Source: an optimization exercise on an open RTL-to-GDS flow (aim: small area, a short achievable clock period and few clock cycles). Production flows keep margins and buffers that such runs may drop.
In this exercise RTL edits were held to simulation tests only and were not proved equivalent to the original.

$ cat flow/run.sh
#!/bin/bash
# The standard layout, with one step added after synthesis: flow/fapol.py
# picks the polarity of each full-adder cell (a full adder is self-dual), of
# each half adder (rebuilt from an xor and an and-type gate) and of 2-input
# and/or gates, so that few inverters are left in the carry-save trees, and
# puts each full adder's latest-arriving input on its fastest pin (CIN).
# It changes only combinational cells; the registers keep their names and cells.
# Each tool's output goes to a log here: synth.log, fapol.log, finish.log
# (ORFS also keeps each step's log under orfs/logs).
set -euo pipefail
R=orfs/results/$FLOW_PLATFORM/geofence/base
bash standard.sh synth > synth.log 2>&1
cp $R/1_2_yosys.v $R/1_2_yosys.std.v
python3 flow/fapol.py $R/1_2_yosys.std.v $R/1_2_yosys.v > fapol.log 2>&1
rm -f $R/1_synth.odb $R/1_synth.sdc
bash standard.sh finish > finish.log 2>&1
$ cat flow/fapol.py
#!/usr/bin/env python3
"""Picks signal polarities around the full and half adders of a Yosys netlist.

A full adder is self-dual: FA(~a, ~b, ~c) = (~sum, ~cout), so each sky130 fa
cell may be flipped (inputs and outputs taken complemented). A half adder is
rebuilt from an xor2/xnor2 and a 2-input and-type gate, which take inputs in
either polarity and give outputs in either polarity. 2-input and/nand/or/nor
gates may give their output complemented (and2 <-> nand2, or2 <-> nor2).
Inverters are put back only where a load needs the other polarity of a net
(at most one per net). Flips are chosen by simulated annealing on inverter
count and gate area. Then each full adder gets its latest-arriving input on
CIN, its fastest pin, and its earliest on A. Registers are not touched;
inverters that drive a port or an assign are left alone.
usage: fapol.py in.v out.v [seed]
"""
import re, sys, random, math
from collections import defaultdict
sys.setrecursionlimit(100000)

src = re.sub(r'\(\*.*?\*\)', '', open(sys.argv[1]).read())
seed = int(sys.argv[3]) if len(sys.argv) > 3 else 1
mstart = src.index('module ')
head_end = src.index(');', mstart) + 2
body = src[head_end:src.rindex('endmodule')]
stmts = re.findall(r'\s*(.*?;)', body, re.S)
decls = []; insts = []; others = []
inst_re = re.compile(r'(\S+)\s+(\S+)\s*\((.*)\)\s*;', re.S)
for s in stmts:
    t = s.strip()
    if t.startswith(('wire', 'input', 'output', 'reg')):
        decls.append(t)
    elif t.startswith('assign'):
        others.append(t)
    else:
        m = inst_re.match(t)
        assert m, t
        typ, name, pins = m.groups()
        pm = [(p, n.strip()) for p, n in re.findall(r'\.(\w+)\(([^()]*)\)', pins)]
        insts.append([typ, name, pm])

OUTP = {'X', 'Y', 'Q', 'Q_N', 'SUM', 'COUT', 'HI', 'LO'}
PFX = 'sky130_fd_sc_hd__'
def kind(t):
    b = t[len(PFX):] if t.startswith(PFX) else t
    m = re.fullmatch(r'(\w+?)_(\d+)', b)
    return (m.group(1), m.group(2)) if m else (b, '')
def is_inv(t): return kind(t)[0] == 'inv'
def is_fa(t): return kind(t)[0] == 'fa'
def is_ha(t): return kind(t)[0] == 'ha' and kind(t)[1] == '1'
FLEX = {'and2': 'nand2', 'nand2': 'and2', 'or2': 'nor2', 'nor2': 'or2'}
CHEAP = {'nand2', 'nor2'}
def is_flex(t):
    k, d = kind(t)
    return k in FLEX and d in ('0', '1', '2', '4') and (FLEX[k] + '_' + d) in LIBCELLS
LIBCELLS = set(re.findall(r'cell \("' + PFX + r'(\w+)"\)', open('/OpenROAD-flow-scripts/flow/platforms/sky130hd/lib/sky130_fd_sc_hd__tt_025C_1v80.lib').read()))

protected = set()
for o in others:
    for w in re.findall(r'\\?[A-Za-z_][\w$]*(?:\s*\[\d+\])?', o):
        protected.add(w.replace(' ', ''))
for d in decls:
    if d.startswith(('input', 'output')):
        for nm in re.sub(r'^(input|output)\s+(\[[^\]]*\]\s*)?', '', d).rstrip(';').split(','):
            protected.add(nm.strip())
pbase = set(p.split('[')[0].strip() for p in protected)
def is_prot(n): return n in protected or n.split('[')[0].strip() in pbase

drv = {}
for k, (t, n, pm) in enumerate(insts):
    for p, net in pm:
        if p in OUTP: drv[net] = k
removable = set()
for k, (t, n, pm) in enumerate(insts):
    if is_inv(t):
        d = dict(pm)
        if not is_prot(d['Y']) and d['A'] in drv:
            removable.add(k)
def root(net):
    par = 0
    while net in drv and drv[net] in removable:
        net = dict(insts[drv[net]][2])['A']; par ^= 1
    return net, par

fa_set = set(k for k, (t, n, pm) in enumerate(insts) if is_fa(t)
             and not any(is_prot(net) for p, net in pm if p in OUTP))
ha_set = set(k for k, (t, n, pm) in enumerate(insts) if is_ha(t)
             and not any(is_prot(net) for p, net in pm if p in OUTP))
flex_set = set(k for k, (t, n, pm) in enumerate(insts) if k not in removable and is_flex(t)
               and not any(is_prot(net) for p, net in pm if p in OUTP))
fa_ids = sorted(fa_set)

loads = defaultdict(list)   # root net -> [(inst, pin index, parity)]
for k, (t, n, pm) in enumerate(insts):
    if k in removable: continue
    for i, (p, net) in enumerate(pm):
        if p in OUTP: continue
        r, par = root(net)
        loads[r].append((k, i, par))
flip = defaultdict(int)
def drv_kind(r):
    k = drv.get(r)
    if k in fa_set: return 'fa'
    if k in ha_set or k in flex_set: return 'free'
    return 'fixed'
def wants(r):
    w = set()
    for (k, i, par) in loads[r]:
        if k in ha_set: continue          # a half adder takes either polarity
        w.add(par ^ (flip[k] if k in fa_set else 0))
    return w
def choose(r):
    """(driver polarity, cost) for root net r"""
    w = wants(r)
    dk = drv_kind(r)
    if dk == 'fa':
        d = flip[drv[r]]
    elif dk == 'free':
        if len(w) == 1: d = next(iter(w))
        else:
            d = 1 if kind(insts[drv[r]][0])[0] in FLEX and FLEX.get(kind(insts[drv[r]][0])[0]) in CHEAP and len(w) == 2 else 0
            if kind(insts[drv[r]][0])[0] in CHEAP: d = 0
    else:
        d = 0
    cost = 1.0 if any(x != d for x in w) else 0.0
    k = drv.get(r)
    if k in flex_set:
        base = kind(insts[k][0])[0]
        now = base if d == 0 else FLEX[base]
        if now not in CHEAP: cost += 0.67
    return d, cost
touch = {}
for k in fa_ids:
    s = set()
    for p, net in insts[k][2]:
        s.add(root(net)[0] if p not in OUTP else net)
    touch[k] = s
allnets = list(set(loads.keys()) | set(n for n in drv if drv[n] not in removable))
cost = sum(choose(r)[1] for r in allnets)
start = cost
rng = random.Random(seed)
best = cost; bestflip = dict(flip)
steps = 300000
for step in range(steps):
    T = 2.0 * (1 - step / steps) + 0.01
    k = rng.choice(fa_ids)
    before = sum(choose(r)[1] for r in touch[k])
    flip[k] ^= 1
    after = sum(choose(r)[1] for r in touch[k])
    d = after - before
    if d <= 0 or rng.random() < math.exp(-d / T):
        cost += d
        if cost < best - 1e-9:
            best = cost; bestflip = dict(flip)
    else:
        flip[k] ^= 1
flip = defaultdict(int, bestflip)
sys.stderr.write(f'cost {start:.1f} -> {best:.1f}; flipped {sum(flip.values())} of {len(fa_ids)} adders\n')

# rebuild
pol = {}
for r in allnets: pol[r] = choose(r)[0]
new_insts = []; new_wires = []; invnet = {}
cnt = [0]
def fresh(prefix):
    cnt[0] += 1
    return f'_{prefix}{cnt[0]}_'
def get_inv(r):
    if r not in invnet:
        n = fresh('pol'); invnet[r] = n; new_wires.append(n)
        new_insts.append([PFX + 'inv_1', fresh('polinv'), [('A', r), ('Y', n)]])
    return invnet[r]
rewired = {}; inpol = {}
for r, ls in loads.items():
    d = pol.get(r, 0)
    for (k, i, par) in ls:
        if k in ha_set:
            rewired[(k, i)] = r
            inpol[(k, i)] = par ^ d        # physical = wanted ^ inpol
            continue
        w = par ^ (flip[k] if k in fa_set else 0)
        rewired[(k, i)] = get_inv(r) if w != d else r
out_insts = []
for k, (t, n, pm) in enumerate(insts):
    if k in removable: continue
    pm2 = [(p, rewired.get((k, i), net)) for i, (p, net) in enumerate(pm)]
    if k in flex_set:
        outn = [v for p, v in pm2 if p in OUTP][0]
        if pol.get(outn, 0):
            b, dstr = kind(t)
            t = PFX + FLEX[b] + '_' + dstr
            op = 'Y' if FLEX[b] in CHEAP else 'X'
            pm2 = [((op if p in ('X', 'Y') else p), v) for p, v in pm2]
    if k in ha_set:
        d = dict(pm2)
        pa = inpol[(k, [p for p, v in pm].index('A'))]
        pb = inpol[(k, [p for p, v in pm].index('B'))]
        ps = pol.get(d['SUM'], 0); pc = pol.get(d['COUT'], 0)
        A, B = d['A'], d['B']
        xt = 'xor2_1' if (pa ^ pb ^ ps) == 0 else 'xnor2_1'
        out_insts.append([PFX + xt, n + 's', [('A', A), ('B', B), ('X' if xt == 'xor2_1' else 'Y', d['SUM'])]])
        # carry: a & b, inputs physical A = a ^ pa, B = b ^ pb, output c ^ pc
        if pa == 0 and pb == 0:
            ct, pins = ('and2_1', 'X') if pc == 0 else ('nand2_1', 'Y'), [('A', A), ('B', B)]
        elif pa == 1 and pb == 1:
            ct, pins = ('nor2_1', 'Y') if pc == 0 else ('or2_1', 'X'), [('A', A), ('B', B)]
        else:
            An, Bp = (A, B) if pa == 1 else (B, A)   # An carries ~x, Bp carries y
            ct, pins = ('and2b_1', 'X') if pc == 0 else ('nand2b_1', 'Y'), [('A_N', An), ('B', Bp)]
        out_insts.append([PFX + ct[0], n + 'c', pins + [(ct[1], d['COUT'])]])
        continue
    out_insts.append([t, n, pm2])
out_insts += new_insts

# pin order of full adders by estimated arrival
FA_D = {'A': (0.57, 0.45), 'B': (0.54, 0.42), 'CIN': (0.52, 0.40)}
odrv = {}
for idx, (t, n, pm) in enumerate(out_insts):
    for p, net in pm:
        if p in OUTP: odrv[net] = (idx, p)
SEQ = ('dfxtp', 'dfrtp', 'edfxtp', 'dfstp', 'dfbbp', 'dfxbp', 'dfrbp', 'sdf', 'dlx', 'conb')
arr = {}
def arrival(net):
    if net in arr: return arr[net]
    d = odrv.get(net)
    if d is None:
        arr[net] = 0.0; return 0.0
    t, n, pm = out_insts[d[0]]
    b = kind(t)[0]
    if b.startswith(SEQ):
        arr[net] = 0.4; return 0.4
    arr[net] = 0.0
    ins = [(p, v) for p, v in pm if p not in OUTP]
    if is_fa(t):
        k = 0 if d[1] == 'SUM' else 1
        a = max(arrival(v) + FA_D[p][k] for p, v in ins)
    else:
        dl = 0.06 if b == 'inv' else 0.25 if b.startswith('x') else 0.2
        a = max([arrival(v) for p, v in ins] or [0.0]) + dl
    arr[net] = a
    return a
swapped = 0
for _ in range(3):
    arr.clear()
    for idx, (t, n, pm) in enumerate(out_insts):
        if not is_fa(t): continue
        d = dict(pm)
        nets = sorted([d['A'], d['B'], d['CIN']], key=arrival)
        new = {'A': nets[0], 'B': nets[1], 'CIN': nets[2]}
        if new != {'A': d['A'], 'B': d['B'], 'CIN': d['CIN']}:
            swapped += 1
            out_insts[idx][2] = [(p, new.get(p, v)) for p, v in pm]
sys.stderr.write(f'adders with inputs reordered: {swapped}\n')

out = [src[:head_end]]
for d in decls: out.append('  ' + d)
for w in new_wires: out.append(f'  wire {w};')
for t, n, pm in out_insts:
    pins = ',\n'.join(f'    .{p}({v}' + (' )' if v.startswith('\\') else ')') for p, v in pm)
    name = n if not n.startswith('\\') else n
    out.append(f'  {t} {name} (\n{pins}\n  );')
for o in others: out.append('  ' + o)
out.append('endmodule')
open(sys.argv[2], 'w').write('\n'.join(out) + '\n')
cnt_inv = sum(1 for t, n, pm in out_insts if is_inv(t))
sys.stderr.write(f'inverters {sum(1 for t,n,pm in insts if is_inv(t))} -> {cnt_inv}\n')
$ cat standard.sh
#!/bin/bash
# synth_recipe.tcl (not shown) runs the flow's synth.tcl, then flattens the netlist and writes it again
# the make line also repeats each setting of config.mk as NAME=value (left out here)
make -C /OpenROAD-flow-scripts/flow DESIGN_CONFIG=/design/flow/config.mk WORK_HOME=/design/flow/orfs CLKGATE_MAP_FILE= SYNTH_SCRIPT=/design/flow/synth_recipe.tcl "${@:-finish}"
$ cat config.mk
export PLATFORM = sky130hd
export DESIGN_NAME = geofence
export DESIGN_NICKNAME = geofence
export VERILOG_FILES = /design/flow/design.v
export SDC_FILE = /design/flow/constraint.sdc
export NUM_CORES = 4
export LEC_CHECK = 0
export ABC_CLOCK_PERIOD_IN_PS = 6000
export CAP_MARGIN = 20
export CORE_MARGIN = 2
export CORE_UTILIZATION = 60
export SETUP_SLACK_MARGIN = 5
export SLEW_MARGIN = 20
$ cat constraint.sdc
create_clock -name core_clock -period 12.0 [get_ports {clk}]
set_input_delay 2.4000 -clock core_clock [delete_from_list [all_inputs] [get_ports {clk}]]
set_output_delay 2.4000 -clock core_clock [all_outputs]
set_load 0.01 [all_outputs]
$ cat design.v
module geofence (clk, reset, X, Y, valid, is_inside);
    input clk;
    input reset;
    input [9:0] X;
    input [9:0] Y;
    output valid;
    output is_inside;
    reg [3:0] phase;
    reg [9:0] tx, ty;
    reg       vsx, vsy, lsx, lsy, rsx, rsy;
    reg [9:0] vmx, vmy, lmx, lmy, rmx, rmy;
    reg       inside_acc;
    reg       _valid, _inside;
    assign valid = _valid;
    assign is_inside = _inside;
    wire [10:0] ex = {1'b0, X} + {1'b0, ~tx};
    wire [10:0] ey = {1'b0, Y} + {1'b0, ~ty};
    wire        dsx = ~ex[10];
    wire        dsy = ~ey[10];
    wire [9:0]  dmx = dsx ? ~ex[9:0] : ex[9:0] + 10'd1;
    wire [9:0]  dmy = dsy ? ~ey[9:0] : ey[9:0] + 10'd1;
    wire ge_l, ge_r;   
    geofence_cmp cmp_l (.a(lmx), .b(vmy), .c(vmx), .d(lmy), .msb(ge_l));
    geofence_cmp cmp_r (.a(rmx), .b(vmy), .c(vmx), .d(rmy), .msb(ge_r));
    wire s1l = lsx ^ vsy, s2l = vsx ^ lsy;
    wire s1r = rsx ^ vsy, s2r = vsx ^ rsy;
    wire nl1 = s1l, nl0 = s1l ^ (s1l == s2l);
    wire nr1 = s1r, nr0 = s1r ^ (s1r == s2r);
    wire nl = ge_l ? nl1 : nl0;
    wire nr = ge_r ? nr1 : nr0;
    wire active = (phase >= 4'd3) && (phase <= 4'd7);
    wire [3:0] upd_l_t = {nl1 & nr1, nl1 & nr0, nl0 & nr1, nl0 & nr0};
    wire [3:0] upd_r_t = {~nl1 & ~nr1, ~nl1 & ~nr0, ~nl0 & ~nr1, ~nl0 & ~nr0};
    wire upd_l = active & upd_l_t[{ge_l, ge_r}];
    wire upd_r = active & upd_r_t[{ge_l, ge_r}];
    wire wrap = nl & ~nr;
    always @(posedge clk or posedge reset) begin
        if (reset) begin
            phase <= 4'd0;
            _valid <= 1'b0;
            _inside <= 1'b0;
        end else begin
            phase <= (phase == 4'd8) ? 4'd0 : phase + 4'd1;
            _valid <= (phase == 4'd7);
            if (phase == 4'd7) _inside <= inside_acc | wrap;
        end
    end
    always @(posedge clk) begin
        if (phase == 4'd0) begin
            tx <= X;
            ty <= Y;
        end
        vsx <= dsx; vsy <= dsy; vmx <= dmx; vmy <= dmy;
        if (phase == 4'd2) begin
            lsx <= vsx; lsy <= vsy; lmx <= vmx; lmy <= vmy;
            rsx <= vsx; rsy <= vsy; rmx <= vmx; rmy <= vmy;
            inside_acc <= 1'b0;
        end else begin
            if (upd_l) begin
                lsx <= vsx; lsy <= vsy; lmx <= vmx; lmy <= vmy;
            end
            if (upd_r) begin
                rsx <= vsx; rsy <= vsy; rmx <= vmx; rmy <= vmy;
            end
            if (active & wrap) inside_acc <= 1'b1;
        end
    end
endmodule
module geofence_cmp(input [9:0] a,b,c,d, output msb);
  wire t1 = a[0] & b[0];
  wire t2 = ~(c[0] & d[0]);
  wire t3 = a[1] & b[0];
  wire t4 = ~(c[1] & d[0]);
  wire t5 = a[2] & b[0];
  wire t6 = ~(c[2] & d[0]);
  wire t7 = a[3] & b[0];
  wire t8 = ~(c[3] & d[0]);
  wire t9 = a[4] & b[0];
  wire t10 = ~(c[4] & d[0]);
  wire t11 = a[5] & b[0];
  wire t12 = ~(c[5] & d[0]);
  wire t13 = a[6] & b[0];
  wire t14 = ~(c[6] & d[0]);
  wire t15 = a[7] & b[0];
  wire t16 = ~(c[7] & d[0]);
  wire t17 = a[8] & b[0];
  wire t18 = ~(c[8] & d[0]);
  wire t19 = a[9] & b[0];
  wire t20 = ~(c[9] & d[0]);
  wire t21 = a[0] & b[1];
  wire t22 = ~(c[0] & d[1]);
  wire t23 = a[1] & b[1];
  wire t24 = ~(c[1] & d[1]);
  wire t25 = a[2] & b[1];
  wire t26 = ~(c[2] & d[1]);
  wire t27 = a[3] & b[1];
  wire t28 = ~(c[3] & d[1]);
  wire t29 = a[4] & b[1];
  wire t30 = ~(c[4] & d[1]);
  wire t31 = a[5] & b[1];
  wire t32 = ~(c[5] & d[1]);
  wire t33 = a[6] & b[1];
  wire t34 = ~(c[6] & d[1]);
  wire t35 = a[7] & b[1];
  wire t36 = ~(c[7] & d[1]);
  wire t37 = a[8] & b[1];
  wire t38 = ~(c[8] & d[1]);
  wire t39 = a[9] & b[1];
  wire t40 = ~(c[9] & d[1]);
  wire t41 = a[0] & b[2];
  wire t42 = ~(c[0] & d[2]);
  wire t43 = a[1] & b[2];
  wire t44 = ~(c[1] & d[2]);
  wire t45 = a[2] & b[2];
  wire t46 = ~(c[2] & d[2]);
  wire t47 = a[3] & b[2];
  wire t48 = ~(c[3] & d[2]);
  wire t49 = a[4] & b[2];
  wire t50 = ~(c[4] & d[2]);
  wire t51 = a[5] & b[2];
  wire t52 = ~(c[5] & d[2]);
  wire t53 = a[6] & b[2];
  wire t54 = ~(c[6] & d[2]);
  wire t55 = a[7] & b[2];
  wire t56 = ~(c[7] & d[2]);
  wire t57 = a[8] & b[2];
  wire t58 = ~(c[8] & d[2]);
  wire t59 = a[9] & b[2];
  wire t60 = ~(c[9] & d[2]);
  wire t61 = a[0] & b[3];
  wire t62 = ~(c[0] & d[3]);
  wire t63 = a[1] & b[3];
  wire t64 = ~(c[1] & d[3]);
  wire t65 = a[2] & b[3];
  wire t66 = ~(c[2] & d[3]);
  wire t67 = a[3] & b[3];
  wire t68 = ~(c[3] & d[3]);
  wire t69 = a[4] & b[3];
  wire t70 = ~(c[4] & d[3]);
  wire t71 = a[5] & b[3];
  wire t72 = ~(c[5] & d[3]);
  wire t73 = a[6] & b[3];
  wire t74 = ~(c[6] & d[3]);
  wire t75 = a[7] & b[3];
  wire t76 = ~(c[7] & d[3]);
  wire t77 = a[8] & b[3];
  wire t78 = ~(c[8] & d[3]);
  wire t79 = a[9] & b[3];
  wire t80 = ~(c[9] & d[3]);
  wire t81 = a[0] & b[4];
  wire t82 = ~(c[0] & d[4]);
  wire t83 = a[1] & b[4];
  wire t84 = ~(c[1] & d[4]);
  wire t85 = a[2] & b[4];
  wire t86 = ~(c[2] & d[4]);
  wire t87 = a[3] & b[4];
  wire t88 = ~(c[3] & d[4]);
  wire t89 = a[4] & b[4];
  wire t90 = ~(c[4] & d[4]);
  wire t91 = a[5] & b[4];
  wire t92 = ~(c[5] & d[4]);
  wire t93 = a[6] & b[4];
  wire t94 = ~(c[6] & d[4]);
  wire t95 = a[7] & b[4];
  wire t96 = ~(c[7] & d[4]);
  wire t97 = a[8] & b[4];
  wire t98 = ~(c[8] & d[4]);
  wire t99 = a[9] & b[4];
  wire t100 = ~(c[9] & d[4]);
  wire t101 = a[0] & b[5];
  wire t102 = ~(c[0] & d[5]);
  wire t103 = a[1] & b[5];
  wire t104 = ~(c[1] & d[5]);
  wire t105 = a[2] & b[5];
  wire t106 = ~(c[2] & d[5]);
  wire t107 = a[3] & b[5];
  wire t108 = ~(c[3] & d[5]);
  wire t109 = a[4] & b[5];
  wire t110 = ~(c[4] & d[5]);
  wire t111 = a[5] & b[5];
  wire t112 = ~(c[5] & d[5]);
  wire t113 = a[6] & b[5];
  wire t114 = ~(c[6] & d[5]);
  wire t115 = a[7] & b[5];
  wire t116 = ~(c[7] & d[5]);
  wire t117 = a[8] & b[5];
  wire t118 = ~(c[8] & d[5]);
  wire t119 = a[9] & b[5];
  wire t120 = ~(c[9] & d[5]);
  wire t121 = a[0] & b[6];
  wire t122 = ~(c[0] & d[6]);
  wire t123 = a[1] & b[6];
  wire t124 = ~(c[1] & d[6]);
  wire t125 = a[2] & b[6];
  wire t126 = ~(c[2] & d[6]);
  wire t127 = a[3] & b[6];
  wire t128 = ~(c[3] & d[6]);
  wire t129 = a[4] & b[6];
  wire t130 = ~(c[4] & d[6]);
  wire t131 = a[5] & b[6];
  wire t132 = ~(c[5] & d[6]);
  wire t133 = a[6] & b[6];
  wire t134 = ~(c[6] & d[6]);
  wire t135 = a[7] & b[6];
  wire t136 = ~(c[7] & d[6]);
  wire t137 = a[8] & b[6];
  wire t138 = ~(c[8] & d[6]);
  wire t139 = a[9] & b[6];
  wire t140 = ~(c[9] & d[6]);
  wire t141 = a[0] & b[7];
  wire t142 = ~(c[0] & d[7]);
  wire t143 = a[1] & b[7];
  wire t144 = ~(c[1] & d[7]);
  wire t145 = a[2] & b[7];
  wire t146 = ~(c[2] & d[7]);
  wire t147 = a[3] & b[7];
  wire t148 = ~(c[3] & d[7]);
  wire t149 = a[4] & b[7];
  wire t150 = ~(c[4] & d[7]);
  wire t151 = a[5] & b[7];
  wire t152 = ~(c[5] & d[7]);
  wire t153 = a[6] & b[7];
  wire t154 = ~(c[6] & d[7]);
  wire t155 = a[7] & b[7];
  wire t156 = ~(c[7] & d[7]);
  wire t157 = a[8] & b[7];
  wire t158 = ~(c[8] & d[7]);
  wire t159 = a[9] & b[7];
  wire t160 = ~(c[9] & d[7]);
  wire t161 = a[0] & b[8];
  wire t162 = ~(c[0] & d[8]);
  wire t163 = a[1] & b[8];
  wire t164 = ~(c[1] & d[8]);
  wire t165 = a[2] & b[8];
  wire t166 = ~(c[2] & d[8]);
  wire t167 = a[3] & b[8];
  wire t168 = ~(c[3] & d[8]);
  wire t169 = a[4] & b[8];
  wire t170 = ~(c[4] & d[8]);
  wire t171 = a[5] & b[8];
  wire t172 = ~(c[5] & d[8]);
  wire t173 = a[6] & b[8];
  wire t174 = ~(c[6] & d[8]);
  wire t175 = a[7] & b[8];
  wire t176 = ~(c[7] & d[8]);
  wire t177 = a[8] & b[8];
  wire t178 = ~(c[8] & d[8]);
  wire t179 = a[9] & b[8];
  wire t180 = ~(c[9] & d[8]);
  wire t181 = a[0] & b[9];
  wire t182 = ~(c[0] & d[9]);
  wire t183 = a[1] & b[9];
  wire t184 = ~(c[1] & d[9]);
  wire t185 = a[2] & b[9];
  wire t186 = ~(c[2] & d[9]);
  wire t187 = a[3] & b[9];
  wire t188 = ~(c[3] & d[9]);
  wire t189 = a[4] & b[9];
  wire t190 = ~(c[4] & d[9]);
  wire t191 = a[5] & b[9];
  wire t192 = ~(c[5] & d[9]);
  wire t193 = a[6] & b[9];
  wire t194 = ~(c[6] & d[9]);
  wire t195 = a[7] & b[9];
  wire t196 = ~(c[7] & d[9]);
  wire t197 = a[8] & b[9];
  wire t198 = ~(c[8] & d[9]);
  wire t199 = a[9] & b[9];
  wire t200 = ~(c[9] & d[9]);
  wire t201, t202;
  assign {t202, t201} = t19 + t20 + t37;
  wire t203 = t39 ^ t40;
  wire t204 = t39 & t40;
  wire t205, t206;
  assign {t206, t205} = t13 + t14 + t31;
  wire t207, t208;
  assign {t208, t207} = t15 + t16 + t33;
  wire t209, t210;
  assign {t210, t209} = t34 + t51 + t52;
  wire t211 = t69 ^ t70;
  wire t212 = t69 & t70;
  wire t213, t214;
  assign {t214, t213} = t17 + t18 + t35;
  wire t215, t216;
  assign {t216, t215} = t36 + t53 + t54;
  wire t217, t218;
  assign {t218, t217} = t71 + t72 + t89;
  wire t219, t220;
  assign {t220, t219} = t90 + t107 + t108;
  wire t221 = t125 ^ t126;
  wire t222 = t125 & t126;
  wire t223, t224;
  assign {t224, t223} = t38 + t55 + t56;
  wire t225, t226;
  assign {t226, t225} = t73 + t74 + t91;
  wire t227, t228;
  assign {t228, t227} = t92 + t109 + t110;
  wire t229, t230;
  assign {t230, t229} = t127 + t128 + t145;
  wire t231, t232;
  assign {t232, t231} = t146 + t163 + t164;
  wire t233 = t181 ^ t182;
  wire t234 = t181 & t182;
  wire t235, t236;
  assign {t236, t235} = t57 + t58 + t75;
  wire t237, t238;
  assign {t238, t237} = t76 + t93 + t94;
  wire t239, t240;
  assign {t240, t239} = t111 + t112 + t129;
  wire t241, t242;
  assign {t242, t241} = t130 + t147 + t148;
  wire t243, t244;
  assign {t244, t243} = t165 + t166 + t183;
  wire t245, t246;
  assign {t246, t245} = t184 + 1'b1 + t202;
  wire t247, t248;
  assign {t248, t247} = t59 + t60 + t77;
  wire t249, t250;
  assign {t250, t249} = t78 + t95 + t96;
  wire t251, t252;
  assign {t252, t251} = t113 + t114 + t131;
  wire t253, t254;
  assign {t254, t253} = t132 + t149 + t150;
  wire t255, t256;
  assign {t256, t255} = t167 + t168 + t185;
  wire t257, t258;
  assign {t258, t257} = t79 + t80 + t97;
  wire t259, t260;
  assign {t260, t259} = t98 + t115 + t116;
  wire t261, t262;
  assign {t262, t261} = t133 + t134 + t151;
  wire t263, t264;
  assign {t264, t263} = t99 + t100 + t117;
  wire t265, t266;
  assign {t266, t265} = t9 + t10 + t27;
  wire t267, t268;
  assign {t268, t267} = t11 + t12 + t29;
  wire t269, t270;
  assign {t270, t269} = t30 + t47 + t48;
  wire t271 = t65 ^ t66;
  wire t272 = t65 & t66;
  wire t273, t274;
  assign {t274, t273} = t32 + t49 + t50;
  wire t275, t276;
  assign {t276, t275} = t67 + t68 + t85;
  wire t277, t278;
  assign {t278, t277} = t86 + t103 + t104;
  wire t279 = t121 ^ t122;
  wire t280 = t121 & t122;
  wire t281, t282;
  assign {t282, t281} = t87 + t88 + t105;
  wire t283, t284;
  assign {t284, t283} = t106 + t123 + t124;
  wire t285, t286;
  assign {t286, t285} = t141 + t142 + 1'b1;
  wire t287, t288;
  assign {t288, t287} = t206 + t207 + t209;
  wire t289, t290;
  assign {t290, t289} = t143 + t144 + t161;
  wire t291, t292;
  assign {t292, t291} = t162 + 1'b1 + t208;
  wire t293, t294;
  assign {t294, t293} = t210 + t212 + t213;
  wire t295, t296;
  assign {t296, t295} = t215 + t217 + t219;
  wire t297, t298;
  assign {t298, t297} = 1'b1 + t201 + t214;
  wire t299, t300;
  assign {t300, t299} = t216 + t218 + t220;
  wire t301, t302;
  assign {t302, t301} = t222 + t223 + t225;
  wire t303, t304;
  assign {t304, t303} = t227 + t229 + t231;
  wire t305, t306;
  assign {t306, t305} = t203 + t224 + t226;
  wire t307, t308;
  assign {t308, t307} = t228 + t230 + t232;
  wire t309, t310;
  assign {t310, t309} = t234 + t235 + t237;
  wire t311, t312;
  assign {t312, t311} = t239 + t241 + t243;
  wire t313, t314;
  assign {t314, t313} = t186 + t204 + t236;
  wire t315, t316;
  assign {t316, t315} = t238 + t240 + t242;
  wire t317, t318;
  assign {t318, t317} = t244 + t246 + t247;
  wire t319, t320;
  assign {t320, t319} = t249 + t251 + t253;
  wire t321, t322;
  assign {t322, t321} = t152 + t169 + t170;
  wire t323, t324;
  assign {t324, t323} = t187 + t188 + t248;
  wire t325, t326;
  assign {t326, t325} = t250 + t252 + t254;
  wire t327, t328;
  assign {t328, t327} = t256 + t257 + t259;
  wire t329, t330;
  assign {t330, t329} = t118 + t135 + t136;
  wire t331, t332;
  assign {t332, t331} = t153 + t154 + t171;
  wire t333, t334;
  assign {t334, t333} = t172 + t189 + t190;
  wire t335, t336;
  assign {t336, t335} = t258 + t260 + t262;
  wire t337, t338;
  assign {t338, t337} = t119 + t120 + t137;
  wire t339, t340;
  assign {t340, t339} = t138 + t155 + t156;
  wire t341, t342;
  assign {t342, t341} = t173 + t174 + t191;
  wire t343, t344;
  assign {t344, t343} = t139 + t140 + t157;
  wire t345 = t5 ^ t6;
  wire t346 = t5 & t6;
  wire t347, t348;
  assign {t348, t347} = t7 + t8 + t25;
  wire t349, t350;
  assign {t350, t349} = t26 + t43 + t44;
  wire t351, t352;
  assign {t352, t351} = t28 + t45 + t46;
  wire t353, t354;
  assign {t354, t353} = t63 + t64 + t81;
  wire t355 = t82 ^ 1'b1;
  wire t356 = t82 & 1'b1;
  wire t357, t358;
  assign {t358, t357} = t83 + t84 + t101;
  wire t359, t360;
  assign {t360, t359} = t102 + 1'b1 + t266;
  wire t361, t362;
  assign {t362, t361} = t267 + t269 + t271;
  wire t363, t364;
  assign {t364, t363} = 1'b1 + t205 + t268;
  wire t365, t366;
  assign {t366, t365} = t270 + t272 + t273;
  wire t367, t368;
  assign {t368, t367} = t275 + t277 + t279;
  wire t369, t370;
  assign {t370, t369} = t211 + t274 + t276;
  wire t371, t372;
  assign {t372, t371} = t278 + t280 + t281;
  wire t373, t374;
  assign {t374, t373} = t283 + t285 + t287;
  wire t375, t376;
  assign {t376, t375} = t221 + t282 + t284;
  wire t377, t378;
  assign {t378, t377} = t286 + t288 + t289;
  wire t379, t380;
  assign {t380, t379} = t291 + t293 + t295;
  wire t381, t382;
  assign {t382, t381} = t233 + t290 + t292;
  wire t383, t384;
  assign {t384, t383} = t294 + t296 + t297;
  wire t385, t386;
  assign {t386, t385} = t299 + t301 + t303;
  wire t387, t388;
  assign {t388, t387} = t245 + t298 + t300;
  wire t389, t390;
  assign {t390, t389} = t302 + t304 + t305;
  wire t391, t392;
  assign {t392, t391} = t307 + t309 + t311;
  wire t393, t394;
  assign {t394, t393} = t255 + t306 + t308;
  wire t395, t396;
  assign {t396, t395} = t310 + t312 + t313;
  wire t397, t398;
  assign {t398, t397} = t315 + t317 + t319;
  wire t399, t400;
  assign {t400, t399} = t261 + t314 + t316;
  wire t401, t402;
  assign {t402, t401} = t318 + t320 + t321;
  wire t403, t404;
  assign {t404, t403} = t323 + t325 + t327;
  wire t405, t406;
  assign {t406, t405} = t263 + t322 + t324;
  wire t407, t408;
  assign {t408, t407} = t326 + t328 + t329;
  wire t409, t410;
  assign {t410, t409} = t331 + t333 + t335;
  wire t411, t412;
  assign {t412, t411} = t192 + t264 + t330;
  wire t413, t414;
  assign {t414, t413} = t332 + t334 + t336;
  wire t415, t416;
  assign {t416, t415} = t337 + t339 + t341;
  wire t417, t418;
  assign {t418, t417} = t158 + t175 + t176;
  wire t419, t420;
  assign {t420, t419} = t193 + t194 + t338;
  wire t421, t422;
  assign {t422, t421} = t340 + t342 + t343;
  wire t423, t424;
  assign {t424, t423} = t159 + t160 + t177;
  wire t425, t426;
  assign {t426, t425} = t178 + t195 + t196;
  wire t427 = t3 ^ t4;
  wire t428 = t3 & t4;
  wire t429, t430;
  assign {t430, t429} = t23 + t24 + t41;
  wire t431 = t42 ^ 1'b1;
  wire t432 = t42 & 1'b1;
  wire t433, t434;
  assign {t434, t433} = t61 + t62 + 1'b1;
  wire t435, t436;
  assign {t436, t435} = t346 + t347 + t349;
  wire t437, t438;
  assign {t438, t437} = t265 + t348 + t350;
  wire t439, t440;
  assign {t440, t439} = t351 + t353 + t355;
  wire t441, t442;
  assign {t442, t441} = t352 + t354 + t356;
  wire t443, t444;
  assign {t444, t443} = t357 + t359 + t361;
  wire t445, t446;
  assign {t446, t445} = t358 + t360 + t362;
  wire t447, t448;
  assign {t448, t447} = t363 + t365 + t367;
  wire t449, t450;
  assign {t450, t449} = t364 + t366 + t368;
  wire t451, t452;
  assign {t452, t451} = t369 + t371 + t373;
  wire t453, t454;
  assign {t454, t453} = t370 + t372 + t374;
  wire t455, t456;
  assign {t456, t455} = t375 + t377 + t379;
  wire t457, t458;
  assign {t458, t457} = t376 + t378 + t380;
  wire t459, t460;
  assign {t460, t459} = t381 + t383 + t385;
  wire t461, t462;
  assign {t462, t461} = t382 + t384 + t386;
  wire t463, t464;
  assign {t464, t463} = t387 + t389 + t391;
  wire t465, t466;
  assign {t466, t465} = t388 + t390 + t392;
  wire t467, t468;
  assign {t468, t467} = t393 + t395 + t397;
  wire t469, t470;
  assign {t470, t469} = t394 + t396 + t398;
  wire t471, t472;
  assign {t472, t471} = t399 + t401 + t403;
  wire t473, t474;
  assign {t474, t473} = t400 + t402 + t404;
  wire t475, t476;
  assign {t476, t475} = t405 + t407 + t409;
  wire t477, t478;
  assign {t478, t477} = t406 + t408 + t410;
  wire t479, t480;
  assign {t480, t479} = t411 + t413 + t415;
  wire t481, t482;
  assign {t482, t481} = t412 + t414 + t416;
  wire t483, t484;
  assign {t484, t483} = t417 + t419 + t421;
  wire t485, t486;
  assign {t486, t485} = t344 + t418 + t420;
  wire t487, t488;
  assign {t488, t487} = t422 + t423 + t425;
  wire t489, t490;
  assign {t490, t489} = t179 + t180 + t197;
  wire t491, t492;
  assign {t492, t491} = t198 + t424 + t426;
  wire t493 = t21 ^ t22;
  wire t494 = t21 & t22;
  wire t495, t496;
  assign {t496, t495} = t345 + t428 + t429;
  wire t497, t498;
  assign {t498, t497} = t430 + t432 + t433;
  wire t499, t500;
  assign {t500, t499} = t434 + t436 + t437;
  wire t501, t502;
  assign {t502, t501} = t438 + t440 + t441;
  wire t503, t504;
  assign {t504, t503} = t442 + t444 + t445;
  wire t505, t506;
  assign {t506, t505} = t446 + t448 + t449;
  wire t507, t508;
  assign {t508, t507} = t450 + t452 + t453;
  wire t509, t510;
  assign {t510, t509} = t454 + t456 + t457;
  wire t511, t512;
  assign {t512, t511} = t458 + t460 + t461;
  wire t513, t514;
  assign {t514, t513} = t462 + t464 + t465;
  wire t515, t516;
  assign {t516, t515} = t466 + t468 + t469;
  wire t517, t518;
  assign {t518, t517} = t470 + t472 + t473;
  wire t519, t520;
  assign {t520, t519} = t474 + t476 + t477;
  wire t521, t522;
  assign {t522, t521} = t478 + t480 + t481;
  wire t523, t524;
  assign {t524, t523} = t482 + t484 + t485;
  wire t525, t526;
  assign {t526, t525} = t486 + t488 + t489;
  wire t527, t528;
  assign {t528, t527} = t199 + t200 + t490;
  wire t529 = t1 ^ t2;
  wire t530 = t1 & t2;
  wire t531, t532;
  assign {t532, t531} = 1'b1 + t427 + t493;
  wire t533, t534;
  assign {t534, t533} = t431 + t494 + t495;
  wire t535, t536;
  assign {t536, t535} = t435 + t496 + t497;
  wire t537, t538;
  assign {t538, t537} = t439 + t498 + t499;
  wire t539, t540;
  assign {t540, t539} = t443 + t500 + t501;
  wire t541, t542;
  assign {t542, t541} = t447 + t502 + t503;
  wire t543, t544;
  assign {t544, t543} = t451 + t504 + t505;
  wire t545, t546;
  assign {t546, t545} = t455 + t506 + t507;
  wire t547, t548;
  assign {t548, t547} = t459 + t508 + t509;
  wire t549, t550;
  assign {t550, t549} = t463 + t510 + t511;
  wire t551, t552;
  assign {t552, t551} = t467 + t512 + t513;
  wire t553, t554;
  assign {t554, t553} = t471 + t514 + t515;
  wire t555, t556;
  assign {t556, t555} = t475 + t516 + t517;
  wire t557, t558;
  assign {t558, t557} = t479 + t518 + t519;
  wire t559, t560;
  assign {t560, t559} = t483 + t520 + t521;
  wire t561, t562;
  assign {t562, t561} = t487 + t522 + t523;
  wire t563, t564;
  assign {t564, t563} = t491 + t524 + t525;
  wire t565, t566;
  assign {t566, t565} = t492 + t526 + t527;
  wire [20:0] r0 = {1'b0, t528, t564, t562, t560, t558, t556, t554, t552, t550, t548, t546, t544, t542, t540, t538, t536, t534, t532, t530, 1'b1};
  wire [20:0] r1 = {1'b0, t566, t565, t563, t561, t559, t557, t555, t553, t551, t549, t547, t545, t543, t541, t539, t537, t535, t533, t531, t529};
  wire [20:0] s = r0 + r1;
  assign msb = s[20];
endmodule
==> results of run 1 <==
-- layout make-up --
class	instances	area [um2]	area share, %
Sequential cell	93	2550	16.8
Multi-Input combinational cell	1138	11500	76.3
Tap cell	319	399	2.64
Clock buffer	9	225	1.49
Clock inverter	7	56.3	0.372
Timing Repair Buffer	30	283	1.87
Inverter	20	75.1	0.496
-- layer usage --
layer  vias to the layer above  GRT usage [%]
li1                       4061              -
met1                      4831           35.4
met2                       340           51.2
met3                        82           4.27
met4                         0           9.88
met5                         -              0
-- through the flow --
step / std cells / setup WS [ps] / hold WS, ps / instance area [um2]
6_report: 1616 / 5330 / 524 / 15100
5_1_grt: 1616 / 5010 / 560 / 15100
4_1_cts: 1615 / 4990 / 517 / 15100
3_5_place_dp: 1599 / 4770 / 503 / 14800
3_3_place_gp: 1599 / 4990 / 486 / 14800
2_1_floorplan: 1328 / 5280 / 444 / 14400
-- state kept, by name, indices dropped and copies added, names as in the netlist, 4 cells and up --
register,count
phase,4
rmx,10
tx,10
lmy,10
lmx,10
vmx,10
rmy,10
ty,10
vmy,10
-- how the worst max path moves through the flow --
stage,from,end,cells past startpoint
3_3_place_gp,vmx[4]$_DFF_P_,rmy[6]$_DFFE_PP_,15
6_report,vmx[4]$_DFF_P_,rmx[8]$_DFFE_PP_,15
2_1_floorplan,vmx[4]$_DFF_P_,rmx[0]$_DFFE_PP_,16
3_5_place_dp,vmx[7]$_DFF_P_,rmy[6]$_DFFE_PP_,15
5_1_grt,vmx[4]$_DFF_P_,rmy[0]$_DFFE_PP_,15
4_1_cts,vmx[4]$_DFF_P_,lmx[6]$_DFFE_PP_,14
-- worst register-to-register path: cells and delay by family (launching register included) --
family,cells,cell delay [ps]
simple gates,4,870
flops,1,710
fa+ha+maj,6,2920
mux,1,480
compound gates,4,1340
-- repair_timing --
action | CTS | global route
gates cloned | 0 | 1
resized for setup | 1 | 13
setup endpoints to repair | 42 | 44
==> run summary, run 1 <==
CTS built an H-tree with a depth of 3. The clock-pin slew reported for the worst setup and hold paths after clock tree synthesis is 70 ps. The count of input and output buffers is 23. The weighted congestion reported at the end of routability-driven placement came out at around 0.83.

In this run the critical register-to-register path is launched from vmx[4]$_DFF_P_. After clock tree synthesis, the setup repair step added 0 buffers. The number of global-route vias before repair is 10600.

The die height is 159 um. The startpoint identified for the worst hold timing path is inside_acc$_SDFFE_PP0P_. The capturing element type of the critical path is a register. Compared with the post-synthesis result, the final layout area differs by 4.98%. The number of max-slew violations in the final report is 0. The critical path data arrival time is 6650 ps. The worst-case reg-to-reg path depth is 15. The root buffer cell is clkbuf_16. The cell that appears most often on the critical path is fa_1. The path class of the tightest hold or removal check is register to register. The maximum buffer depth of the clock tree came out at 2. The residual DRC count came out at 0. The core footprint came out at around 24000 um2. Synthesis produced 1328 cells. The synthesized area divided by synthesized cell count is ~11 um2. The max capacitance violation total is 0.

The per-cell via count in the routed design came out at slightly below 6. STA classifies the critical path startpoint as a register. The number of nets in the synthesized netlist came out at 1678. Global routing used between 20 and 30% of the available tracks across all layers. Setup repair after global routing left no endpoint under its margin. The number of antenna violations at the first check in global routing came out at 0.

The final clock period utilization by the worst path is a little under three fifths. The overall overflow remaining after global route came out at 0. The first global-routing pass estimated roughly 56 mm of wire.

The HPWL after detailed placement is roughly 25 mm. The first-iteration detailed-routing DRC count came out at about 680. Leaving out fill and tap cells, the most frequent cell in the layout is fa_1.

Counting every sink on the clock net gives 93. At the pin with the least slew margin, the transition time is 873 ps. The total of hold buffers inserted after clock tree synthesis came out at 0. For this run, the slowest stage of the critical path takes approximately 700 ps. Clock tree synthesis inserted a total of 9 buffers. The via total after detailed routing came out at 9314. The die is about 160 um wide. The post-detailed-route count of antenna-violating nets is 0. The mapped cell area came out at about 14000 um2. The total negative setup slack came out at 0 ps. The flow ran to the end and the layout has no timing, DRC or antenna violations. The library cells used most frequently in the layout, excluding fill and tap cells, are fa_1, and2_1, nand2_1. The worst register-to-register path has a setup slack of between 5000 and 6000 ps. The time the final worst path needs with I/O delays and setup is ~6700 ps. The total number of yosys warnings is 1. The clock insertion delay at the later pin of the skew report is around 340 ps. The worst hold path terminates at inside_acc$_SDFFE_PP0P_. The number of cell rows is 56. The starting density of the core is between 60 and 70%.

The critical path goes through nand2_1, fa_1, fa_1, fa_1, fa_1, fa_1, fa_1, and2_1, a21oi_1, o21ai_0, a221oi_1, nand3_1, mux2i_1, nand2_1, o21ai_2. The detailed router used layers up to and including met4. The hold-critical path depth is 2.

The number of diodes added for antenna fixing came out at 0. The worst setup path is of the register to register kind. The final wirelength came out at 33.2 mm. The hold violation total from the final report is 0.

The net count of the finished layout is approximately 1600. The sum of routed wire segments on met1 is ~13 mm. The maximum clock frequency came out at ~150 MHz. The first-pass detailed-route iteration total is 5. The worst relative slew slack came out at between 40% and 50%. The maximum number of pins on one net before global-route repair came out at 23.

The maximum fanout along the worst path came out at 22. The met2 wirelength from detailed routing came out at approximately 17 mm. STA puts the critical path data required time at between 10000 and 15000 ps.

The die area came out at about 25000 um2. In this run the critical register-to-register path is captured at rmx[8]$_DFFE_PP_. The end-of-flow core utilization came out at between 60% and 70%. The mean routed wirelength per cell came out at 20.5 um. The gate family responsible for the most delay along the worst path is adder cells. The total I/O pin count is 24.

The number of setup violations in the final report is 0. TritonCTS built the clock tree. The worst setup skew after layout is about 9.1 ps. The critical path buffer and inverter count is 0. The largest individual stage delay along the critical path comes from the cell dfxtp_2. The number of filler instances in the final layout is approximately 2000. The share of layout cells above drive strength 1 came out at 5.63%. The wire length on met3 is approximately 1.8 mm.
Testbench counts, summed over its fixed seeds: cycles 10,800.
==> inputs of run 2 (changes only) <==
--- a/design.v
+++ b/design.v
@@ -8,7 +8,7 @@
     reg [3:0] phase;
     reg [9:0] tx, ty;
     reg       vsx, vsy, lsx, lsy, rsx, rsy;
-    reg [9:0] vmx, vmy, lmx, lmy, rmx, rmy;
+    reg [9:0] vmx, vmy_n, lmx_n, lmy, rmx_n, rmy;
     reg       inside_acc;
     reg       _valid, _inside;
     assign valid = _valid;
@@ -20,8 +20,8 @@
     wire [9:0]  dmx = dsx ? ~ex[9:0] : ex[9:0] + 10'd1;
     wire [9:0]  dmy = dsy ? ~ey[9:0] : ey[9:0] + 10'd1;
     wire ge_l, ge_r;   
-    geofence_cmp cmp_l (.a(lmx), .b(vmy), .c(vmx), .d(lmy), .msb(ge_l));
-    geofence_cmp cmp_r (.a(rmx), .b(vmy), .c(vmx), .d(rmy), .msb(ge_r));
+    geofence_cmp cmp_l (.an(lmx_n), .bn(vmy_n), .c(vmx), .d(lmy), .msb(ge_l));
+    geofence_cmp cmp_r (.an(rmx_n), .bn(vmy_n), .c(vmx), .d(rmy), .msb(ge_r));
     wire s1l = lsx ^ vsy, s2l = vsx ^ lsy;
     wire s1r = rsx ^ vsy, s2r = vsx ^ rsy;
     wire nl1 = s1l, nl0 = s1l ^ (s1l == s2l);
@@ -50,222 +50,222 @@
             tx <= X;
             ty <= Y;
         end
-        vsx <= dsx; vsy <= dsy; vmx <= dmx; vmy <= dmy;
+        vsx <= dsx; vsy <= dsy; vmx <= dmx; vmy_n <= ~dmy;
         if (phase == 4'd2) begin
-            lsx <= vsx; lsy <= vsy; lmx <= vmx; lmy <= vmy;
-            rsx <= vsx; rsy <= vsy; rmx <= vmx; rmy <= vmy;
+            lsx <= vsx; lsy <= vsy; lmx_n <= ~vmx; lmy <= ~vmy_n;
+            rsx <= vsx; rsy <= vsy; rmx_n <= ~vmx; rmy <= ~vmy_n;
             inside_acc <= 1'b0;
         end else begin
             if (upd_l) begin
-                lsx <= vsx; lsy <= vsy; lmx <= vmx; lmy <= vmy;
+                lsx <= vsx; lsy <= vsy; lmx_n <= ~vmx; lmy <= ~vmy_n;
             end
             if (upd_r) begin
-                rsx <= vsx; rsy <= vsy; rmx <= vmx; rmy <= vmy;
+                rsx <= vsx; rsy <= vsy; rmx_n <= ~vmx; rmy <= ~vmy_n;
             end
             if (active & wrap) inside_acc <= 1'b1;
         end
     end
 endmodule
-module geofence_cmp(input [9:0] a,b,c,d, output msb);
-  wire t1 = a[0] & b[0];
+module geofence_cmp(input [9:0] an,bn,c,d, output msb);
+  wire t1 = ~(an[0] | bn[0]);
   wire t2 = ~(c[0] & d[0]);
-  wire t3 = a[1] & b[0];
+  wire t3 = ~(an[1] | bn[0]);
   wire t4 = ~(c[1] & d[0]);
-  wire t5 = a[2] & b[0];
+  wire t5 = ~(an[2] | bn[0]);
   wire t6 = ~(c[2] & d[0]);
-  wire t7 = a[3] & b[0];
+  wire t7 = ~(an[3] | bn[0]);
   wire t8 = ~(c[3] & d[0]);
-  wire t9 = a[4] & b[0];
+  wire t9 = ~(an[4] | bn[0]);
   wire t10 = ~(c[4] & d[0]);
-  wire t11 = a[5] & b[0];
+  wire t11 = ~(an[5] | bn[0]);
   wire t12 = ~(c[5] & d[0]);
-  wire t13 = a[6] & b[0];
+  wire t13 = ~(an[6] | bn[0]);
   wire t14 = ~(c[6] & d[0]);
-  wire t15 = a[7] & b[0];
+  wire t15 = ~(an[7] | bn[0]);
   wire t16 = ~(c[7] & d[0]);
-  wire t17 = a[8] & b[0];
+  wire t17 = ~(an[8] | bn[0]);
   wire t18 = ~(c[8] & d[0]);
-  wire t19 = a[9] & b[0];
+  wire t19 = ~(an[9] | bn[0]);
   wire t20 = ~(c[9] & d[0]);
-  wire t21 = a[0] & b[1];
+  wire t21 = ~(an[0] | bn[1]);
   wire t22 = ~(c[0] & d[1]);
-  wire t23 = a[1] & b[1];
+  wire t23 = ~(an[1] | bn[1]);
   wire t24 = ~(c[1] & d[1]);
-  wire t25 = a[2] & b[1];
+  wire t25 = ~(an[2] | bn[1]);
   wire t26 = ~(c[2] & d[1]);
-  wire t27 = a[3] & b[1];
+  wire t27 = ~(an[3] | bn[1]);
   wire t28 = ~(c[3] & d[1]);
-  wire t29 = a[4] & b[1];
+  wire t29 = ~(an[4] | bn[1]);
   wire t30 = ~(c[4] & d[1]);
-  wire t31 = a[5] & b[1];
+  wire t31 = ~(an[5] | bn[1]);
   wire t32 = ~(c[5] & d[1]);
-  wire t33 = a[6] & b[1];
+  wire t33 = ~(an[6] | bn[1]);
   wire t34 = ~(c[6] & d[1]);
-  wire t35 = a[7] & b[1];
+  wire t35 = ~(an[7] | bn[1]);
   wire t36 = ~(c[7] & d[1]);
-  wire t37 = a[8] & b[1];
+  wire t37 = ~(an[8] | bn[1]);
   wire t38 = ~(c[8] & d[1]);
-  wire t39 = a[9] & b[1];
+  wire t39 = ~(an[9] | bn[1]);
   wire t40 = ~(c[9] & d[1]);
-  wire t41 = a[0] & b[2];
+  wire t41 = ~(an[0] | bn[2]);
   wire t42 = ~(c[0] & d[2]);
-  wire t43 = a[1] & b[2];
+  wire t43 = ~(an[1] | bn[2]);
   wire t44 = ~(c[1] & d[2]);
-  wire t45 = a[2] & b[2];
+  wire t45 = ~(an[2] | bn[2]);
   wire t46 = ~(c[2] & d[2]);
-  wire t47 = a[3] & b[2];
+  wire t47 = ~(an[3] | bn[2]);
   wire t48 = ~(c[3] & d[2]);
-  wire t49 = a[4] & b[2];
+  wire t49 = ~(an[4] | bn[2]);
   wire t50 = ~(c[4] & d[2]);
-  wire t51 = a[5] & b[2];
+  wire t51 = ~(an[5] | bn[2]);
   wire t52 = ~(c[5] & d[2]);
-  wire t53 = a[6] & b[2];
+  wire t53 = ~(an[6] | bn[2]);
   wire t54 = ~(c[6] & d[2]);
-  wire t55 = a[7] & b[2];
+  wire t55 = ~(an[7] | bn[2]);
   wire t56 = ~(c[7] & d[2]);
-  wire t57 = a[8] & b[2];
+  wire t57 = ~(an[8] | bn[2]);
   wire t58 = ~(c[8] & d[2]);
-  wire t59 = a[9] & b[2];
+  wire t59 = ~(an[9] | bn[2]);
   wire t60 = ~(c[9] & d[2]);
-  wire t61 = a[0] & b[3];
+  wire t61 = ~(an[0] | bn[3]);
   wire t62 = ~(c[0] & d[3]);
-  wire t63 = a[1] & b[3];
+  wire t63 = ~(an[1] | bn[3]);
   wire t64 = ~(c[1] & d[3]);
-  wire t65 = a[2] & b[3];
+  wire t65 = ~(an[2] | bn[3]);
   wire t66 = ~(c[2] & d[3]);
-  wire t67 = a[3] & b[3];
+  wire t67 = ~(an[3] | bn[3]);
   wire t68 = ~(c[3] & d[3]);
-  wire t69 = a[4] & b[3];
+  wire t69 = ~(an[4] | bn[3]);
   wire t70 = ~(c[4] & d[3]);
-  wire t71 = a[5] & b[3];
+  wire t71 = ~(an[5] | bn[3]);
   wire t72 = ~(c[5] & d[3]);
-  wire t73 = a[6] & b[3];
+  wire t73 = ~(an[6] | bn[3]);
   wire t74 = ~(c[6] & d[3]);
-  wire t75 = a[7] & b[3];
+  wire t75 = ~(an[7] | bn[3]);
   wire t76 = ~(c[7] & d[3]);
-  wire t77 = a[8] & b[3];
+  wire t77 = ~(an[8] | bn[3]);
   wire t78 = ~(c[8] & d[3]);
-  wire t79 = a[9] & b[3];
+  wire t79 = ~(an[9] | bn[3]);
   wire t80 = ~(c[9] & d[3]);
-  wire t81 = a[0] & b[4];
+  wire t81 = ~(an[0] | bn[4]);
   wire t82 = ~(c[0] & d[4]);
-  wire t83 = a[1] & b[4];
+  wire t83 = ~(an[1] | bn[4]);
   wire t84 = ~(c[1] & d[4]);
-  wire t85 = a[2] & b[4];
+  wire t85 = ~(an[2] | bn[4]);
   wire t86 = ~(c[2] & d[4]);
-  wire t87 = a[3] & b[4];
+  wire t87 = ~(an[3] | bn[4]);
   wire t88 = ~(c[3] & d[4]);
-  wire t89 = a[4] & b[4];
+  wire t89 = ~(an[4] | bn[4]);
   wire t90 = ~(c[4] & d[4]);
-  wire t91 = a[5] & b[4];
+  wire t91 = ~(an[5] | bn[4]);
   wire t92 = ~(c[5] & d[4]);
-  wire t93 = a[6] & b[4];
+  wire t93 = ~(an[6] | bn[4]);
   wire t94 = ~(c[6] & d[4]);
-  wire t95 = a[7] & b[4];
+  wire t95 = ~(an[7] | bn[4]);
   wire t96 = ~(c[7] & d[4]);
-  wire t97 = a[8] & b[4];
+  wire t97 = ~(an[8] | bn[4]);
   wire t98 = ~(c[8] & d[4]);
-  wire t99 = a[9] & b[4];
+  wire t99 = ~(an[9] | bn[4]);
   wire t100 = ~(c[9] & d[4]);
-  wire t101 = a[0] & b[5];
+  wire t101 = ~(an[0] | bn[5]);
   wire t102 = ~(c[0] & d[5]);
-  wire t103 = a[1] & b[5];
+  wire t103 = ~(an[1] | bn[5]);
   wire t104 = ~(c[1] & d[5]);
-  wire t105 = a[2] & b[5];
+  wire t105 = ~(an[2] | bn[5]);
   wire t106 = ~(c[2] & d[5]);
-  wire t107 = a[3] & b[5];
+  wire t107 = ~(an[3] | bn[5]);
   wire t108 = ~(c[3] & d[5]);
-  wire t109 = a[4] & b[5];
+  wire t109 = ~(an[4] | bn[5]);
   wire t110 = ~(c[4] & d[5]);
-  wire t111 = a[5] & b[5];
+  wire t111 = ~(an[5] | bn[5]);
   wire t112 = ~(c[5] & d[5]);
-  wire t113 = a[6] & b[5];
+  wire t113 = ~(an[6] | bn[5]);
   wire t114 = ~(c[6] & d[5]);
-  wire t115 = a[7] & b[5];
+  wire t115 = ~(an[7] | bn[5]);
   wire t116 = ~(c[7] & d[5]);
-  wire t117 = a[8] & b[5];
+  wire t117 = ~(an[8] | bn[5]);
   wire t118 = ~(c[8] & d[5]);
-  wire t119 = a[9] & b[5];
+  wire t119 = ~(an[9] | bn[5]);
   wire t120 = ~(c[9] & d[5]);
-  wire t121 = a[0] & b[6];
+  wire t121 = ~(an[0] | bn[6]);
   wire t122 = ~(c[0] & d[6]);
-  wire t123 = a[1] & b[6];
+  wire t123 = ~(an[1] | bn[6]);
   wire t124 = ~(c[1] & d[6]);
-  wire t125 = a[2] & b[6];
+  wire t125 = ~(an[2] | bn[6]);
   wire t126 = ~(c[2] & d[6]);
-  wire t127 = a[3] & b[6];
+  wire t127 = ~(an[3] | bn[6]);
   wire t128 = ~(c[3] & d[6]);
-  wire t129 = a[4] & b[6];
+  wire t129 = ~(an[4] | bn[6]);
   wire t130 = ~(c[4] & d[6]);
-  wire t131 = a[5] & b[6];
+  wire t131 = ~(an[5] | bn[6]);
   wire t132 = ~(c[5] & d[6]);
-  wire t133 = a[6] & b[6];
+  wire t133 = ~(an[6] | bn[6]);
   wire t134 = ~(c[6] & d[6]);
-  wire t135 = a[7] & b[6];
+  wire t135 = ~(an[7] | bn[6]);
   wire t136 = ~(c[7] & d[6]);
-  wire t137 = a[8] & b[6];
+  wire t137 = ~(an[8] | bn[6]);
   wire t138 = ~(c[8] & d[6]);
-  wire t139 = a[9] & b[6];
+  wire t139 = ~(an[9] | bn[6]);
   wire t140 = ~(c[9] & d[6]);
-  wire t141 = a[0] & b[7];
+  wire t141 = ~(an[0] | bn[7]);
   wire t142 = ~(c[0] & d[7]);
-  wire t143 = a[1] & b[7];
+  wire t143 = ~(an[1] | bn[7]);
   wire t144 = ~(c[1] & d[7]);
-  wire t145 = a[2] & b[7];
+  wire t145 = ~(an[2] | bn[7]);
   wire t146 = ~(c[2] & d[7]);
-  wire t147 = a[3] & b[7];
+  wire t147 = ~(an[3] | bn[7]);
   wire t148 = ~(c[3] & d[7]);
-  wire t149 = a[4] & b[7];
+  wire t149 = ~(an[4] | bn[7]);
   wire t150 = ~(c[4] & d[7]);
-  wire t151 = a[5] & b[7];
+  wire t151 = ~(an[5] | bn[7]);
   wire t152 = ~(c[5] & d[7]);
-  wire t153 = a[6] & b[7];
+  wire t153 = ~(an[6] | bn[7]);
   wire t154 = ~(c[6] & d[7]);
-  wire t155 = a[7] & b[7];
+  wire t155 = ~(an[7] | bn[7]);
   wire t156 = ~(c[7] & d[7]);
-  wire t157 = a[8] & b[7];
+  wire t157 = ~(an[8] | bn[7]);
   wire t158 = ~(c[8] & d[7]);
-  wire t159 = a[9] & b[7];
+  wire t159 = ~(an[9] | bn[7]);
   wire t160 = ~(c[9] & d[7]);
-  wire t161 = a[0] & b[8];
+  wire t161 = ~(an[0] | bn[8]);
   wire t162 = ~(c[0] & d[8]);
-  wire t163 = a[1] & b[8];
+  wire t163 = ~(an[1] | bn[8]);
   wire t164 = ~(c[1] & d[8]);
-  wire t165 = a[2] & b[8];
+  wire t165 = ~(an[2] | bn[8]);
   wire t166 = ~(c[2] & d[8]);
-  wire t167 = a[3] & b[8];
+  wire t167 = ~(an[3] | bn[8]);
   wire t168 = ~(c[3] & d[8]);
-  wire t169 = a[4] & b[8];
+  wire t169 = ~(an[4] | bn[8]);
   wire t170 = ~(c[4] & d[8]);
-  wire t171 = a[5] & b[8];
+  wire t171 = ~(an[5] | bn[8]);
   wire t172 = ~(c[5] & d[8]);
-  wire t173 = a[6] & b[8];
+  wire t173 = ~(an[6] | bn[8]);
   wire t174 = ~(c[6] & d[8]);
-  wire t175 = a[7] & b[8];
+  wire t175 = ~(an[7] | bn[8]);
   wire t176 = ~(c[7] & d[8]);
-  wire t177 = a[8] & b[8];
+  wire t177 = ~(an[8] | bn[8]);
   wire t178 = ~(c[8] & d[8]);
-  wire t179 = a[9] & b[8];
+  wire t179 = ~(an[9] | bn[8]);
   wire t180 = ~(c[9] & d[8]);
-  wire t181 = a[0] & b[9];
+  wire t181 = ~(an[0] | bn[9]);
   wire t182 = ~(c[0] & d[9]);
-  wire t183 = a[1] & b[9];
+  wire t183 = ~(an[1] | bn[9]);
   wire t184 = ~(c[1] & d[9]);
-  wire t185 = a[2] & b[9];
+  wire t185 = ~(an[2] | bn[9]);
   wire t186 = ~(c[2] & d[9]);
-  wire t187 = a[3] & b[9];
+  wire t187 = ~(an[3] | bn[9]);
   wire t188 = ~(c[3] & d[9]);
-  wire t189 = a[4] & b[9];
+  wire t189 = ~(an[4] | bn[9]);
   wire t190 = ~(c[4] & d[9]);
-  wire t191 = a[5] & b[9];
+  wire t191 = ~(an[5] | bn[9]);
   wire t192 = ~(c[5] & d[9]);
-  wire t193 = a[6] & b[9];
+  wire t193 = ~(an[6] | bn[9]);
   wire t194 = ~(c[6] & d[9]);
-  wire t195 = a[7] & b[9];
+  wire t195 = ~(an[7] | bn[9]);
   wire t196 = ~(c[7] & d[9]);
-  wire t197 = a[8] & b[9];
+  wire t197 = ~(an[8] | bn[9]);
   wire t198 = ~(c[8] & d[9]);
-  wire t199 = a[9] & b[9];
+  wire t199 = ~(an[9] | bn[9]);
   wire t200 = ~(c[9] & d[9]);
   wire t201, t202;
   assign {t202, t201} = t19 + t20 + t37;
--- a/config.mk
+++ b/config.mk
@@ -8,6 +8,7 @@
 export ABC_CLOCK_PERIOD_IN_PS = 6000
 export CAP_MARGIN = 20
 export CORE_MARGIN = 2
-export CORE_UTILIZATION = 60
+export CORE_UTILIZATION = 70
+export PLACE_DENSITY = 0.75
 export SETUP_SLACK_MARGIN = 5
 export SLEW_MARGIN = 20
==> run summary, run 2 <==
The flow ran to the end and the layout has no timing, DRC or antenna violations. The HPWL after detailed placement is ~26 mm. The total CTS buffers came out at 9.

The kind of critical path is register to register. TritonCTS built the clock tree. Setup slack closes at around 5300 ps. The data required time at the worst endpoint is 12030 ps. The total area inside the core boundary comes to ~20000 um2. The total number of yosys warnings came out at 1.

The maximum fanout along the worst path came out at 16. The signal on the critical path passes through nor2_2, fa_1, nand2b_1, fa_1, fa_1, fa_1, fa_1, fa_1, xor2_1, nand4_1, nor2_1, nand4_1, o211ai_1, mux2i_1, inv_1, o41ai_4, buf_4. At the end of routability-driven placement, the weighted congestion stood at a little under 0.9.

The total of hold buffers inserted after clock tree synthesis is 0. Setup repair after global routing left no endpoint under its margin. Timing would allow up to 150 MHz. The worst relative slew slack came out at between 40 and 50%. The critical path buffer and inverter count is 2. The register-to-register path setup slack came out at ~5300 ps. Once the floorplan was initialized, standard cells occupied between 70% and 80% of the core. The tree is rooted in a clkbuf_16. The first-pass detailed-route iteration total came out at 5. The maximum buffer depth of the clock tree came out at 2. After synthesis the cells add up to 14200 um2. The number of global-route vias before repair was about 11000.

In this run the count of I/O pins placed on the die edge is 24. The total negative setup slack came out at 0 ps. The kind of cell with the highest combined delay along the critical path is adder cells. Prior to clock tree synthesis, the placed netlist has a worst setup slack of about 5000 ps. The share of layout cells above drive strength 1 is roughly an eighth. For this block, the routed nets add up to approximately 33 mm of wire. The total overflow left after global routing is 0. STA classifies the critical path startpoint as a register. The library cells used most frequently in the layout, excluding fill and tap cells, are fa_1, nand2_1, nor2_2.

The critical path data arrival time came out at about 6700 ps. The number of setup violations in the final report came out at 0. The critical path crosses 17 cells after its start point. The hold-critical path depth is 1.

In this run the number of H-tree levels came out at 3. The clock insertion delay at the later pin of the skew report is between 300 and 400 ps. The die span in x is between 100 and 150 um. The post-detailed-route count of antenna-violating nets came out at 0. For the final database, setup skew stands at 8.39 ps. The count of input and output buffers came out at 23.

The per-cell via count in the routed design came out at between 6 and 7. The synthesized area divided by synthesized cell count came out at 10.6 um2. The die area is 21500 um2. Relative to the synthesized area, the layout overhead comes to 5.78%. The clock-pin slew reported for the worst setup and hold paths after clock tree synthesis is about 60 ps. In this run, the number of DRC markers left after iteration 0 of detailed routing was 775.

The mean routed wirelength per cell is 20.8 um. The final clock period utilization by the worst path came out at between 50% and 60%. The worst setup path is captured at a register.

The instance count of the mapped netlist is between 1000 and 1500. The TritonCTS sink count came out at 93. The most common cell after layout, fill and taps aside is fa_1. On the critical path, the stage with the largest delay is an instance of edfxtp_1.

The delay contributed by the slowest stage of the critical path is roughly 750 ps. The number of antenna violations at the first check in global routing came out at 0. The time the final worst path needs with I/O delays and setup came out at around 6700 ps. In this design, the critical path's most frequently occurring cell is fa_1. The residual DRC count is 0. The hold violation total from the final report is 0. Global routing used about a third of the available tracks across all layers. For this block, the via count after detailed routing is roughly 9800. The repair_antennas step left the layout with diodes totalling 0. The worst hold path belongs to the class register to register. The worst-case reg-to-reg path depth came out at 17. The net count of the finished layout is about 1700. The die height is 147 um. The pin slew with the least headroom to its limit came out at 850 ps. The max capacitance violation total is 0. The number of max-slew violations in the final report came to 0. The number of cell rows is 52. Synthesis produced a netlist with a net count of 1696. The maximum number of pins on one net before global-route repair is 23.

The first global-routing pass estimated roughly 56 mm of wire.
run 2: worst reg2reg max path, cell delays in order, from the launching register on:
cell and delay, ps:
edfxtp_1 750, nor2_2 80, fa_1 440, nand2b_1 220
fa_1 410, fa_1 430, fa_1 510, fa_1 450
fa_1 550, xor2_1 270, nand4_1 140, nor2_1 180
nand4_1 120, o211ai_1 340, mux2i_1 450, inv_1 130
o41ai_4 560, buf_4 330
run 2: layer usage:
| metal | track usage, % | wire, um | vias to the layer above |
|---|---|---|---|
| li1 | - | - | 4204 |
| met1 | 42.0 | 11800 | 4961 |
| met2 | 58.1 | 17000 | 504 |
| met3 | 6.06 | 2630 | 169 |
| met4 | 17.2 | 1930 | 2 |
| met5 | 1.36 | 40 | - |
run 2: cell type report:
cell class                      instances  area (um2)
Multi-Input combinational cell       1139       11300
Fill cell                            1393        5040
Sequential cell                        93        2540
Timing Repair Buffer                   47         423
Tap cell                              270         338
Clock buffer                           13         262
Inverter                               45         169
Clock inverter                          3        18.8
run 2: path summary, 6_finish.rpt:
check	start	to
worst max-delay path	rmx_n[9]$_DFFE_PP_	rmy[7]$_DFFE_PP_
worst min-delay path	phase[0]$_DFF_PP0_	phase[0]$_DFF_PP0_
worst max register to register	rmx_n[9]$_DFFE_PP_	rmy[7]$_DFFE_PP_
worst min register to register	phase[0]$_DFF_PP0_	phase[0]$_DFF_PP0_
max in group asynchronous	reset	phase[3]$_DFF_PP0_
min in group asynchronous	reset	phase[1]$_DFF_PP0_
run 2: what timing repair did:
item | CTS | global route
resized for setup | 1 | 5
setup buffers | 0 | 4
gates cloned | 0 | 0
endpoints found under the setup margin | 16 | 38
run 2: per-stage QoR:
stage | cell area, um2 | cells | util, % | hold slack (ps)
after global routing | 15100 | 1610 | 74.9 | 560
after global placement | 14700 | 1590 | 73.3 | 515
after CTS | 15000 | 1606 | 74.7 | 524
final | 15100 | 1610 | 74.9 | 522
after detailed placement | 14700 | 1590 | 73.3 | 515
after floorplan | 14200 | 1346 | - | 484
Testbench counts of run 2, summed over its fixed seeds: cycles 10,800.

-- static timing again, ports no longer ideal --
In the flow no input, the clock included, has a driving cell. The finished layouts below were timed again as built, in two steps.
Step 1, drivers: a clkbuf_16 drives clk and a buf_2 each remaining input, both assumed.
Step 2 times the ports against the registers' clock, not the clock port: input delays grow and output delays shrink by t, the midpoint of the rising clock arrivals with the driver on.
a / b / c = ideal ports / drivers / drivers and shift; a / b = the first two.
run	t (ns)	setup slack, ns	slew at the worst register clock pin (ns)
run 1	0.385	5.332 / 5.332 / 5.332	0.07 / 0.07
run 2	0.376	5.312 / 5.312 / 5.312	0.06 / 0.06
After both steps every run listed still meets setup and hold.
